This is an optimization exercise on Yosys and OpenROAD, whose aim is a short achievable clock period and few clock cycles, not a production implementation. The RTL was checked by simulation tests, not by an equivalence proof against the original design. The flow treats the clock pin as an ideal source, which a real chip does not have. No activity file was given, so power comes from the tool's default toggle rates.

==> 02-24 <==
Design SCPU, start of the top module:
module SCPU (
    input        clk,       
    input        reset,     
    input [31:0] inst_in,   
    input [31:0] Data_in,   
    output        mem_w,      
    output [31:0] PC_out,     
    output [31:0] Addr_out,   
    output [31:0] Data_out,   
    input [4:0] reg_sel,   
    output [31:0] reg_data,   
    output [2:0] DMType_out,
    output MemRead_out
);
==> flow/config.mk <==
export PLATFORM = sky130hd
export DESIGN_NAME = SCPU
export DESIGN_NICKNAME = SCPU
export VERILOG_FILES = /design/flow/design.v
export SDC_FILE = /design/flow/constraint.sdc
export NUM_CORES = 8
export LEC_CHECK = 0
export CAP_MARGIN = 20
export CORE_MARGIN = 2
export CORE_UTILIZATION = 35
export PLACE_DENSITY = 0.55
export SLEW_MARGIN = 20
export SYNTH_HIERARCHICAL = 1
==> flow/constraint.sdc <==
create_clock -name core_clock -period 15.0 [get_ports {clk}]
set_input_delay 3.0000 -clock core_clock [delete_from_list [all_inputs] [get_ports {clk}]]
set_output_delay 3.0000 -clock core_clock [all_outputs]
set_load 0.01 [all_outputs]
standard.sh (not shown) runs the stock make flow with config.mk's settings and CLKGATE_MAP_FILE= SYNTH_SCRIPT=/design/flow/synth_recipe.tcl, a recipe that flattens the netlist after the stock synthesis.
==> flow/flow/run.sh <==
#!/bin/bash
# Own layout flow: the standard flow (standard.sh), with the standard synthesis
# unchanged, and then a layout that works harder on timing:
#  - the port buffers are plain buffers (buf_4) that the resizer may size freely
#    (MATCH_CELL_FOOTPRINT=0 lets it swap to any equivalent cell);
#  - setup repair aims at a margin below the design's clock period, on the worst
#    endpoints (TNS_END_PERCENT), so the achieved period comes out shorter;
#  - after clock tree synthesis, flow/post_cts.tcl runs one more repair pass over all
#    endpoints that miss the margin.
# If global routing finds the layout too congested, the layout is redone from the
# floorplan with a lower utilization.
# The clock period, the constraints and the clock tree are the design's.
# Each tool's output is in the ORFS logs (orfs/logs/...); make's in log_*.txt here.
set -uo pipefail
bash standard.sh synth > log_synth.txt 2>&1 || exit 1
common=(
  MATCH_CELL_FOOTPRINT=0
  "BUFFER_PORTS_ARGS=-buffer_cell sky130_fd_sc_hd__buf_4"
  SETUP_SLACK_MARGIN=8
  TNS_END_PERCENT=5
  POST_CTS_TCL=$(pwd)/flow/post_cts.tcl
)
if bash standard.sh "${common[@]}" finish > log_layout.txt 2>&1; then
  exit 0
fi
res=orfs/results/sky130hd/SCPU/base
if [[ -f $res/5_1_grt.odb || ! -f $res/4_1_cts.odb ]]; then
  exit 1  # failed elsewhere than in global routing
fi
mkdir -p logs_try1
cp -r orfs/logs logs_try1/ 2>/dev/null
rm -f $res/2_* $res/3_* $res/4_* $res/5_* $res/6_* $res/route.guide
bash standard.sh "${common[@]}" CORE_UTILIZATION=28 PLACE_DENSITY=0.48 finish > log_layout2.txt 2>&1 || exit 1
==> flow/flow/post_cts.tcl <==
# Sourced by ORFS's cts.tcl after its own setup repair (POST_CTS_TCL): one more
# setup repair pass over all endpoints that miss the margin, then legalize.
log_cmd repair_timing -setup -setup_margin 7 -repair_tns 100 -max_iterations 3000 -verbose
detailed_placement
check_placement -verbose
log_cmd estimate_parasitics -placement
report_worst_slack -max
==> 10-03: changes against 02-24 <==
--- a/flow/design.v
+++ b/flow/design.v
@@ -32,33 +32,34 @@
   reg [11:0] s1n;     
   reg        j1;      
   reg [11:0] t1;      
   reg        pok;     
   reg        fa, fb;  
   reg        bp1;     
+  reg        alu0s, alu1s;   
   reg  [11:0] pc0n;   
   wire [11:0] pc4 = pc0n;
   wire [11:0] pc2 = s1n;
   wire [31:0] link0 = {17'd0, pc0n == 12'd0, pc0n, 2'b00};   
   wire [31:0] link1 = {17'd0, s1n == 12'd0, s1n, 2'b00};
   wire [11:0] npc;
   wire [31:0] alu0;
   alu U_alu0 (.A(o0a), .B(o0b), .f3(ir0[14:12]), .sub(sub0), .sra(sra0), .C(alu0));
   wire c0;
   NPC U_br0 (.a(o0c), .b(o0d), .f3(ir0[14:12]), .cond(c0));
   wire taken0 = br0 & c0;
-  wire [31:0] res0 = lui0 ? immu0 :
-                     auipc0 ? {18'd0, pc0, 2'b00} + immu0 :
-                     (jal0 | jalr0) ? link0 :
-                     ld0 ? Data_in : alu0;
+  wire [31:0] oth0 = lui0 ? immu0 : auipc0 ? {18'd0, pc0, 2'b00} + immu0 : link0;
+  wire [31:0] res0;
+  mux32 U_res0 (.s(alu0s), .a(alu0), .b(ld0 ? Data_in : oth0), .y(res0));
   wire we0 = v & wr0;
   wire ex1_0 = v & pok & (j1 ? jal0 : ~jal0);
   wire ex1_1 = v & pok & (j1 ? (jal0 | br0) : ~(jal0 | br0));
   wire ex1 = c0 ? ex1_1 : ex1_0;
-  wire [31:0] a1 = fa ? res0 : o1a;
-  wire [31:0] b1 = fb ? res0 : o1b;
+  wire [31:0] a1, b1;
+  mux32 U_a1 (.s(fa), .a(res0), .b(o1a), .y(a1));
+  mux32 U_b1 (.s(fb), .a(res0), .b(o1b), .y(b1));
   wire [31:0] alu1;
   alu U_alu1 (.A(a1), .B(b1), .f3(ir1[14:12]), .sub(sub1), .sra(sra1), .C(alu1));
   wire c1;
   NPC U_br1 (.a(o1c), .b(o1d), .f3(ir1[14:12]), .cond(c1));
   wire c1f;   
   NPC U_br1f (.a(a1), .b(b1), .f3(ir1[14:12]), .cond(c1f));
@@ -74,28 +75,35 @@
                          ((bps == 2'b00) ? 2'b00 : (bps == 2'b01) ? 2'b00 : (bps == 2'b10) ? 2'b01 : 2'b10);
   always @(posedge clk, posedge reset)
     if (reset) bpv <= 16'd0;
     else if (bpu) bpv[bpi] <= 1'b1;
   always @(posedge clk)
     if (bpu) bpc[bpi] <= bpn;
-  wire [31:0] res1 = lui1 ? immu1 :
-                     auipc1 ? {18'd0, s1, 2'b00} + immu1 :
-                     (jal1 | jalr1) ? link1 :
-                     ld1 ? Data_in : alu1;
+  wire [31:0] oth1 = lui1 ? immu1 : auipc1 ? {18'd0, s1, 2'b00} + immu1 : link1;
+  wire [31:0] res1;
+  mux32 U_res1 (.s(alu1s), .a(alu1), .b(ld1 ? Data_in : oth1), .y(res1));
   wire we1 = c0 ? ex1_1 & wr1 : ex1_0 & wr1;
   wire [11:0] tgt0 = pc0 + immc0[13:2];
   wire [11:0] tgt1 = t1;
   wire [13:0] jt0s = o0c[13:0] + imma0[13:0];
   wire [13:0] jt1s = o1c[13:0] + imma1[13:0];
   wire [11:0] jt0 = jt0s[13:2];
   wire [11:0] jt1 = jt1s[13:2];
-  wire [11:0] npc0_0 = jalr0 ? jt0 : jal0 ? tgt0 : pc4;
-  wire [11:0] npc0_1 = jalr0 ? jt0 : (jal0 | br0) ? tgt0 : pc4;
-  wire [11:0] npc1 = jalr1 ? jt1 : (jal1 | (br1 & pred1)) ? tgt1 : pc2;
-  wire [11:0] npc_0 = ~v ? pc0 : ex1_0 ? npc1 : npc0_0;
-  wire [11:0] npc_1 = ~v ? pc0 : ex1_1 ? npc1 : npc0_1;
+  wire [11:0] npc_0, npc_1, lpc_0, lpc_1;
+  npcsel U_npc (
+      .v(v), .pc0(pc0), .ex1_0(ex1_0), .ex1_1(ex1_1),
+      .jalr0(jalr0), .jal0(jal0), .br0(br0), .jt0(jt0), .tgt0(tgt0), .pc4(pc4),
+      .jalr1(jalr1), .jal1(jal1), .br1(br1), .pred1(pred1), .jt1(jt1), .tgt1(tgt1), .pc2(pc2),
+      .npc_0(npc_0), .npc_1(npc_1)
+  );
+  npcsel U_lpc (
+      .v(v), .pc0(pc0), .ex1_0(ex1_0), .ex1_1(ex1_1),
+      .jalr0(jalr0), .jal0(jal0), .br0(br0), .jt0(jt0), .tgt0(tgt0), .pc4(pc4),
+      .jalr1(jalr1), .jal1(jal1), .br1(br1), .pred1(pred1), .jt1(jt1), .tgt1(tgt1), .pc2(pc2),
+      .npc_0(lpc_0), .npc_1(lpc_1)
+  );
   assign npc = c0 ? npc_1 : npc_0;
   wire [11:0] jt0p, tgt0p, pc4p, jt1p, t1p, s1p;
   inc12 U_i0 (.a(jt0), .y(jt0p));
   inc12 U_i1 (.a(tgt0), .y(tgt0p));
   inc12 U_i2 (.a(pc0n), .y(pc4p));
   inc12 U_i3 (.a(jt1), .y(jt1p));
@@ -130,14 +138,14 @@
   wire [31:0] nword_0, nword_1;
   wire [11:0] nspc_0, nspc_1, ntgt_0, ntgt_1;
   wire        njmp_0, njmp_1, hit_0, hit_1;
   PC U_IS (
       .clk(clk), .rst(reset),
       .we(v & pv), .wpc(ppc), .spc(pc0), .wdat(ir0),
-      .rpc0(npc_0), .rdat0(nword_0), .rspc0(nspc_0), .rjmp0(njmp_0), .rtgt0(ntgt_0), .hit0(hit_0),
-      .rpc1(npc_1), .rdat1(nword_1), .rspc1(nspc_1), .rjmp1(njmp_1), .rtgt1(ntgt_1), .hit1(hit_1)
+      .rpc0(lpc_0), .rdat0(nword_0), .rspc0(nspc_0), .rjmp0(njmp_0), .rtgt0(ntgt_0), .hit0(hit_0),
+      .rpc1(lpc_1), .rdat1(nword_1), .rspc1(nspc_1), .rjmp1(njmp_1), .rtgt1(ntgt_1), .hit1(hit_1)
   );
   wire [31:0] nword = c0 ? nword_1 : nword_0;
   wire [11:0] nspc = c0 ? nspc_1 : nspc_0;
   wire [11:0] ntgt = c0 ? ntgt_1 : ntgt_0;
   wire        njmp = c0 ? njmp_1 : njmp_0;
   wire        hit = c0 ? hit_1 : hit_0;
@@ -226,12 +234,14 @@
     s1n <= nspc + 12'd1;
     j1 <= njmp;
     t1 <= ntgt;
     fa <= n_fa;
     fb <= n_fb;
     bp1 <= n_dep & n_br1;
+    alu0s <= ~(n_lui0 | n_auipc0 | n_jal0 | n_jalr0 | n_ld0);
+    alu1s <= ~(n_lui1 | n_auipc1 | n_jal1 | n_jalr1 | n_ld1);
   end
 endmodule
 module ctrl (
     input  [31:0] ir,
     output        is_lui,
     output        is_auipc,
@@ -295,12 +305,20 @@
     input  [ 4:0] wa1,
     input  [31:0] wd1,
     output [31:0] v
 );
   assign v = (we1 && wa1 == ra) ? wd1 : (we0 && wa0 == ra) ? wd0 : rfv;
 endmodule
+module mux32 (
+    input         s,
+    input  [31:0] a,
+    input  [31:0] b,
+    output [31:0] y
+);
+  assign y = s ? a : b;
+endmodule
 module Hazard_detection (
     input  [32*32-1:0] rv,    
     input  [ 4:0]      sel,
     output [31:0]      q
 );
   assign q = rv[32*sel +: 32];
@@ -327,14 +345,41 @@
 module inc12 (
     input  [11:0] a,
     output [11:0] y
 );
   assign y = a + 12'd1;
 endmodule
+module npcsel (
+    input         v,
+    input  [11:0] pc0,
+    input         ex1_0,
+    input         ex1_1,
+    input         jalr0,
+    input         jal0,
+    input         br0,
+    input  [11:0] jt0,
+    input  [11:0] tgt0,
+    input  [11:0] pc4,
+    input         jalr1,
+    input         jal1,
+    input         br1,
+    input         pred1,
+    input  [11:0] jt1,
+    input  [11:0] tgt1,
+    input  [11:0] pc2,
+    output [11:0] npc_0,
+    output [11:0] npc_1
+);
+  wire [11:0] n0_0 = jalr0 ? jt0 : jal0 ? tgt0 : pc4;
+  wire [11:0] n0_1 = jalr0 ? jt0 : (jal0 | br0) ? tgt0 : pc4;
+  wire [11:0] n1 = jalr1 ? jt1 : (jal1 | (br1 & pred1)) ? tgt1 : pc2;
+  assign npc_0 = ~v ? pc0 : ex1_0 ? n1 : n0_0;
+  assign npc_1 = ~v ? pc0 : ex1_1 ? n1 : n0_1;
+endmodule
 module PC #(
-    parameter IW = 6   
+    parameter IW = 5   
 ) (
     input             clk,
     input             rst,
     input             we,
     input      [11:0] wpc,    
     input      [11:0] spc,    
==> flow/flow/run.sh (replaced) <==
#!/bin/bash
# Own layout flow: the standard flow (standard.sh), with the standard synthesis
# unchanged, and then a layout that works harder on timing:
#  - the port buffers are plain buffers (buf_4) that the resizer may size freely
#    (MATCH_CELL_FOOTPRINT=0 lets it swap to any equivalent cell);
#  - setup repair aims at a margin below the design's clock period, on the worst
#    endpoints (TNS_END_PERCENT), so the achieved period comes out shorter.
# If global routing finds the layout too congested, the layout is redone from the
# floorplan with a lower utilization.
# The clock period, the constraints and the clock tree are the design's.
# Each tool's output is in the ORFS logs (orfs/logs/...); make's in log_*.txt here.
set -uo pipefail
bash standard.sh synth > log_synth.txt 2>&1 || exit 1
common=(
  MATCH_CELL_FOOTPRINT=0
  "BUFFER_PORTS_ARGS=-buffer_cell sky130_fd_sc_hd__buf_4"
  SETUP_SLACK_MARGIN=8
  TNS_END_PERCENT=5
)
if bash standard.sh "${common[@]}" finish > log_layout.txt 2>&1; then
  exit 0
fi
res=orfs/results/sky130hd/SCPU/base
if [[ -f $res/5_1_grt.odb || ! -f $res/4_1_cts.odb ]]; then
  exit 1  # failed elsewhere than in global routing
fi
mkdir -p logs_try1
cp -r orfs/logs logs_try1/ 2>/dev/null
rm -f $res/2_* $res/3_* $res/4_* $res/5_* $res/6_* $res/route.guide
bash standard.sh "${common[@]}" CORE_UTILIZATION=28 PLACE_DENSITY=0.48 finish > log_layout2.txt 2>&1 || exit 1
==> flow/config.mk (replaced) <==
export PLATFORM = sky130hd
export DESIGN_NAME = SCPU
export DESIGN_NICKNAME = SCPU
export VERILOG_FILES = /design/flow/design.v
export SDC_FILE = /design/flow/constraint.sdc
export NUM_CORES = 8
export LEC_CHECK = 0
export CAP_MARGIN = 20
export CELL_PAD_IN_SITES_DETAIL_PLACEMENT = 1
export CELL_PAD_IN_SITES_GLOBAL_PLACEMENT = 2
export CORE_MARGIN = 2
export CORE_UTILIZATION = 35
export PLACE_DENSITY = 0.55
export SLEW_MARGIN = 20
export SYNTH_HIERARCHICAL = 1
removed: flow/flow/post_cts.tcl
==> 03-20: changes against 02-24 <==
--- a/flow/design.v
+++ b/flow/design.v
@@ -32,33 +32,34 @@
   reg [11:0] s1n;     
   reg        j1;      
   reg [11:0] t1;      
   reg        pok;     
   reg        fa, fb;  
   reg        bp1;     
+  reg        alu0s, alu1s;   
   reg  [11:0] pc0n;   
   wire [11:0] pc4 = pc0n;
   wire [11:0] pc2 = s1n;
   wire [31:0] link0 = {17'd0, pc0n == 12'd0, pc0n, 2'b00};   
   wire [31:0] link1 = {17'd0, s1n == 12'd0, s1n, 2'b00};
   wire [11:0] npc;
   wire [31:0] alu0;
   alu U_alu0 (.A(o0a), .B(o0b), .f3(ir0[14:12]), .sub(sub0), .sra(sra0), .C(alu0));
   wire c0;
   NPC U_br0 (.a(o0c), .b(o0d), .f3(ir0[14:12]), .cond(c0));
   wire taken0 = br0 & c0;
-  wire [31:0] res0 = lui0 ? immu0 :
-                     auipc0 ? {18'd0, pc0, 2'b00} + immu0 :
-                     (jal0 | jalr0) ? link0 :
-                     ld0 ? Data_in : alu0;
+  wire [31:0] oth0 = lui0 ? immu0 : auipc0 ? {18'd0, pc0, 2'b00} + immu0 : link0;
+  wire [31:0] res0;
+  mux32 U_res0 (.s(alu0s), .a(alu0), .b(ld0 ? Data_in : oth0), .y(res0));
   wire we0 = v & wr0;
   wire ex1_0 = v & pok & (j1 ? jal0 : ~jal0);
   wire ex1_1 = v & pok & (j1 ? (jal0 | br0) : ~(jal0 | br0));
   wire ex1 = c0 ? ex1_1 : ex1_0;
-  wire [31:0] a1 = fa ? res0 : o1a;
-  wire [31:0] b1 = fb ? res0 : o1b;
+  wire [31:0] a1, b1;
+  mux32 U_a1 (.s(fa), .a(res0), .b(o1a), .y(a1));
+  mux32 U_b1 (.s(fb), .a(res0), .b(o1b), .y(b1));
   wire [31:0] alu1;
   alu U_alu1 (.A(a1), .B(b1), .f3(ir1[14:12]), .sub(sub1), .sra(sra1), .C(alu1));
   wire c1;
   NPC U_br1 (.a(o1c), .b(o1d), .f3(ir1[14:12]), .cond(c1));
   wire c1f;   
   NPC U_br1f (.a(a1), .b(b1), .f3(ir1[14:12]), .cond(c1f));
@@ -74,28 +75,35 @@
                          ((bps == 2'b00) ? 2'b00 : (bps == 2'b01) ? 2'b00 : (bps == 2'b10) ? 2'b01 : 2'b10);
   always @(posedge clk, posedge reset)
     if (reset) bpv <= 16'd0;
     else if (bpu) bpv[bpi] <= 1'b1;
   always @(posedge clk)
     if (bpu) bpc[bpi] <= bpn;
-  wire [31:0] res1 = lui1 ? immu1 :
-                     auipc1 ? {18'd0, s1, 2'b00} + immu1 :
-                     (jal1 | jalr1) ? link1 :
-                     ld1 ? Data_in : alu1;
+  wire [31:0] oth1 = lui1 ? immu1 : auipc1 ? {18'd0, s1, 2'b00} + immu1 : link1;
+  wire [31:0] res1;
+  mux32 U_res1 (.s(alu1s), .a(alu1), .b(ld1 ? Data_in : oth1), .y(res1));
   wire we1 = c0 ? ex1_1 & wr1 : ex1_0 & wr1;
   wire [11:0] tgt0 = pc0 + immc0[13:2];
   wire [11:0] tgt1 = t1;
   wire [13:0] jt0s = o0c[13:0] + imma0[13:0];
   wire [13:0] jt1s = o1c[13:0] + imma1[13:0];
   wire [11:0] jt0 = jt0s[13:2];
   wire [11:0] jt1 = jt1s[13:2];
-  wire [11:0] npc0_0 = jalr0 ? jt0 : jal0 ? tgt0 : pc4;
-  wire [11:0] npc0_1 = jalr0 ? jt0 : (jal0 | br0) ? tgt0 : pc4;
-  wire [11:0] npc1 = jalr1 ? jt1 : (jal1 | (br1 & pred1)) ? tgt1 : pc2;
-  wire [11:0] npc_0 = ~v ? pc0 : ex1_0 ? npc1 : npc0_0;
-  wire [11:0] npc_1 = ~v ? pc0 : ex1_1 ? npc1 : npc0_1;
+  wire [11:0] npc_0, npc_1, lpc_0, lpc_1;
+  npcsel U_npc (
+      .v(v), .pc0(pc0), .ex1_0(ex1_0), .ex1_1(ex1_1),
+      .jalr0(jalr0), .jal0(jal0), .br0(br0), .jt0(jt0), .tgt0(tgt0), .pc4(pc4),
+      .jalr1(jalr1), .jal1(jal1), .br1(br1), .pred1(pred1), .jt1(jt1), .tgt1(tgt1), .pc2(pc2),
+      .npc_0(npc_0), .npc_1(npc_1)
+  );
+  npcsel U_lpc (
+      .v(v), .pc0(pc0), .ex1_0(ex1_0), .ex1_1(ex1_1),
+      .jalr0(jalr0), .jal0(jal0), .br0(br0), .jt0(jt0), .tgt0(tgt0), .pc4(pc4),
+      .jalr1(jalr1), .jal1(jal1), .br1(br1), .pred1(pred1), .jt1(jt1), .tgt1(tgt1), .pc2(pc2),
+      .npc_0(lpc_0), .npc_1(lpc_1)
+  );
   assign npc = c0 ? npc_1 : npc_0;
   wire [11:0] jt0p, tgt0p, pc4p, jt1p, t1p, s1p;
   inc12 U_i0 (.a(jt0), .y(jt0p));
   inc12 U_i1 (.a(tgt0), .y(tgt0p));
   inc12 U_i2 (.a(pc0n), .y(pc4p));
   inc12 U_i3 (.a(jt1), .y(jt1p));
@@ -130,14 +138,14 @@
   wire [31:0] nword_0, nword_1;
   wire [11:0] nspc_0, nspc_1, ntgt_0, ntgt_1;
   wire        njmp_0, njmp_1, hit_0, hit_1;
   PC U_IS (
       .clk(clk), .rst(reset),
       .we(v & pv), .wpc(ppc), .spc(pc0), .wdat(ir0),
-      .rpc0(npc_0), .rdat0(nword_0), .rspc0(nspc_0), .rjmp0(njmp_0), .rtgt0(ntgt_0), .hit0(hit_0),
-      .rpc1(npc_1), .rdat1(nword_1), .rspc1(nspc_1), .rjmp1(njmp_1), .rtgt1(ntgt_1), .hit1(hit_1)
+      .rpc0(lpc_0), .rdat0(nword_0), .rspc0(nspc_0), .rjmp0(njmp_0), .rtgt0(ntgt_0), .hit0(hit_0),
+      .rpc1(lpc_1), .rdat1(nword_1), .rspc1(nspc_1), .rjmp1(njmp_1), .rtgt1(ntgt_1), .hit1(hit_1)
   );
   wire [31:0] nword = c0 ? nword_1 : nword_0;
   wire [11:0] nspc = c0 ? nspc_1 : nspc_0;
   wire [11:0] ntgt = c0 ? ntgt_1 : ntgt_0;
   wire        njmp = c0 ? njmp_1 : njmp_0;
   wire        hit = c0 ? hit_1 : hit_0;
@@ -226,12 +234,14 @@
     s1n <= nspc + 12'd1;
     j1 <= njmp;
     t1 <= ntgt;
     fa <= n_fa;
     fb <= n_fb;
     bp1 <= n_dep & n_br1;
+    alu0s <= ~(n_lui0 | n_auipc0 | n_jal0 | n_jalr0 | n_ld0);
+    alu1s <= ~(n_lui1 | n_auipc1 | n_jal1 | n_jalr1 | n_ld1);
   end
 endmodule
 module ctrl (
     input  [31:0] ir,
     output        is_lui,
     output        is_auipc,
@@ -295,12 +305,20 @@
     input  [ 4:0] wa1,
     input  [31:0] wd1,
     output [31:0] v
 );
   assign v = (we1 && wa1 == ra) ? wd1 : (we0 && wa0 == ra) ? wd0 : rfv;
 endmodule
+module mux32 (
+    input         s,
+    input  [31:0] a,
+    input  [31:0] b,
+    output [31:0] y
+);
+  assign y = s ? a : b;
+endmodule
 module Hazard_detection (
     input  [32*32-1:0] rv,    
     input  [ 4:0]      sel,
     output [31:0]      q
 );
   assign q = rv[32*sel +: 32];
@@ -327,12 +345,39 @@
 module inc12 (
     input  [11:0] a,
     output [11:0] y
 );
   assign y = a + 12'd1;
 endmodule
+module npcsel (
+    input         v,
+    input  [11:0] pc0,
+    input         ex1_0,
+    input         ex1_1,
+    input         jalr0,
+    input         jal0,
+    input         br0,
+    input  [11:0] jt0,
+    input  [11:0] tgt0,
+    input  [11:0] pc4,
+    input         jalr1,
+    input         jal1,
+    input         br1,
+    input         pred1,
+    input  [11:0] jt1,
+    input  [11:0] tgt1,
+    input  [11:0] pc2,
+    output [11:0] npc_0,
+    output [11:0] npc_1
+);
+  wire [11:0] n0_0 = jalr0 ? jt0 : jal0 ? tgt0 : pc4;
+  wire [11:0] n0_1 = jalr0 ? jt0 : (jal0 | br0) ? tgt0 : pc4;
+  wire [11:0] n1 = jalr1 ? jt1 : (jal1 | (br1 & pred1)) ? tgt1 : pc2;
+  assign npc_0 = ~v ? pc0 : ex1_0 ? n1 : n0_0;
+  assign npc_1 = ~v ? pc0 : ex1_1 ? n1 : n0_1;
+endmodule
 module PC #(
     parameter IW = 6   
 ) (
     input             clk,
     input             rst,
     input             we,
--- a/flow/flow/run.sh
+++ b/flow/flow/run.sh
@@ -2,26 +2,26 @@
 # Own layout flow: the standard flow (standard.sh), with the standard synthesis
 # unchanged, and then a layout that works harder on timing:
 #  - the port buffers are plain buffers (buf_4) that the resizer may size freely
 #    (MATCH_CELL_FOOTPRINT=0 lets it swap to any equivalent cell);
 #  - setup repair aims at a margin below the design's clock period, on the worst
 #    endpoints (TNS_END_PERCENT), so the achieved period comes out shorter;
-#  - after clock tree synthesis, flow/post_cts.tcl runs one more repair pass over all
-#    endpoints that miss the margin.
+#  - after global routing, flow/post_grt.tcl fixes any max slew / capacitance
+#    violation that the timing repair left.
 # If global routing finds the layout too congested, the layout is redone from the
 # floorplan with a lower utilization.
 # The clock period, the constraints and the clock tree are the design's.
 # Each tool's output is in the ORFS logs (orfs/logs/...); make's in log_*.txt here.
 set -uo pipefail
 bash standard.sh synth > log_synth.txt 2>&1 || exit 1
 common=(
   MATCH_CELL_FOOTPRINT=0
   "BUFFER_PORTS_ARGS=-buffer_cell sky130_fd_sc_hd__buf_4"
   SETUP_SLACK_MARGIN=8
   TNS_END_PERCENT=5
-  POST_CTS_TCL=$(pwd)/flow/post_cts.tcl
+  POST_GLOBAL_ROUTE_TCL=$(pwd)/flow/post_grt.tcl
 )
 if bash standard.sh "${common[@]}" finish > log_layout.txt 2>&1; then
   exit 0
 fi
 res=orfs/results/sky130hd/SCPU/base
 if [[ -f $res/5_1_grt.odb || ! -f $res/4_1_cts.odb ]]; then
==> flow/flow/post_grt.tcl (new file) <==
# Sourced by ORFS's global_route.tcl at its end (POST_GLOBAL_ROUTE_TCL). The setup
# repair there can leave max slew / max capacitance violations; fix them, keeping the
# global routing up to date as global_route.tcl does for its own repairs.
puts "Repair max slew and capacitance left after the timing repair..."
log_cmd global_route -start_incremental
repair_design_helper
log_cmd detailed_placement
log_cmd global_route -end_incremental
log_cmd estimate_parasitics -global_routing
report_check_types -max_slew -max_cap -violators
report_worst_slack -max
==> flow/config.mk (replaced) <==
export PLATFORM = sky130hd
export DESIGN_NAME = SCPU
export DESIGN_NICKNAME = SCPU
export VERILOG_FILES = /design/flow/design.v
export SDC_FILE = /design/flow/constraint.sdc
export NUM_CORES = 8
export LEC_CHECK = 0
export CAP_MARGIN = 20
export CELL_PAD_IN_SITES_DETAIL_PLACEMENT = 1
export CELL_PAD_IN_SITES_GLOBAL_PLACEMENT = 2
export CORE_MARGIN = 2
export CORE_UTILIZATION = 35
export PLACE_DENSITY = 0.55
export SLEW_MARGIN = 20
export SYNTH_HIERARCHICAL = 1
removed: flow/flow/post_cts.tcl
==> out/summary.md <==
The flow ran to the end and the layout has no timing, DRC or antenna violations. For this block, the routed nets add up to 1990 mm of wire. The tools report the via count of the first global-routing pass as 273.7k.

The count of cells in the finished layout, fillers not included, comes to 41.48k. In the finished design, the share of the clock period the worst path needs comes to 54.82%. The final net count was 27.82k. The run gives 8 as the detailed-router iteration count before antenna repair.

Combinational logic burns 66.9% of the power. Per report_power, the Combinational row totals 0.0821 W.
Source of the figures above: 03-20

==> out/summary.md <==
The final net count is 27.68k. The tools report the combinational power as 0.0753 W. The cell at the slowest stage of the critical path is sky130_fd_sc_hd__buf_12. The run finished with no timing, DRC or antenna violations.

For this block, the routed nets add up to 1691 mm of wire. For the combinational fraction of design power, the log shows 65.4%. Dividing the final minimum period by the clock period gives 53.53%.
Source of the figures above: 02-24

==> out/summary.md <==
The final critical path takes up 53.79% of the cycle. Of the total power, combinational logic draws 68.1%. For the combinational power, the log shows 0.0598 W.

The flow ran to the end, but the layout failed its checks. The die outline height was 851.3 µm; the routed wire length was 1576 mm. Across the run, the number of max-cap violations was 5. Number of slew-limit violations in the final report: 15. The tools report the non-filler instance count after layout as 33.48k. The via count of the first global-routing pass came out at 220.8k.

The layout checks failed on capacitance limit, slew limit. Before antenna repair, the detailed router went through 6 iterations.
Source of the figures above: 10-03

Testbench counts of 02-24, summed over its fixed seeds: cycles 29,276.
Testbench counts of 10-03, summed over its fixed seeds: cycles 29,704.
Testbench counts of 03-20, summed over its fixed seeds: cycles 29,276.

==> afterwards: timing with drivers on the ports <==
In the flow no input, the clock included, has a driving cell. The finished layouts below were timed again as built, in two steps. Step 1 (the two cells are an assumption about what drives the block):
set clk [get_ports {clk}]
set_driving_cell -lib_cell sky130_fd_sc_hd__clkbuf_16 $clk
set_driving_cell -lib_cell sky130_fd_sc_hd__buf_2 [delete_from_list [all_inputs] $clk]
Step 2 also shifts input and output timing later by t, the mid clock arrival at the registers, as if the neighbouring blocks saw the same clock. a / b / c = ideal / step 1 / step 2; a / b = the first two.
run	t (ns)	setup WS [ns]	hold slack, ns
02-24	1.267	6.970 / 6.548 / 5.970	0.456 / 0.456 / 0.456
10-03	1.265	6.932 / 6.581 / 6.281	0.456 / 0.456 / 0.456
03-20	1.279	6.777 / 6.529 / 6.281	0.458 / 0.458 / 0.458
The setup slack of 02-24, which loses most, moves by -0.422 ns with the drivers and by -1.000 ns with both steps.
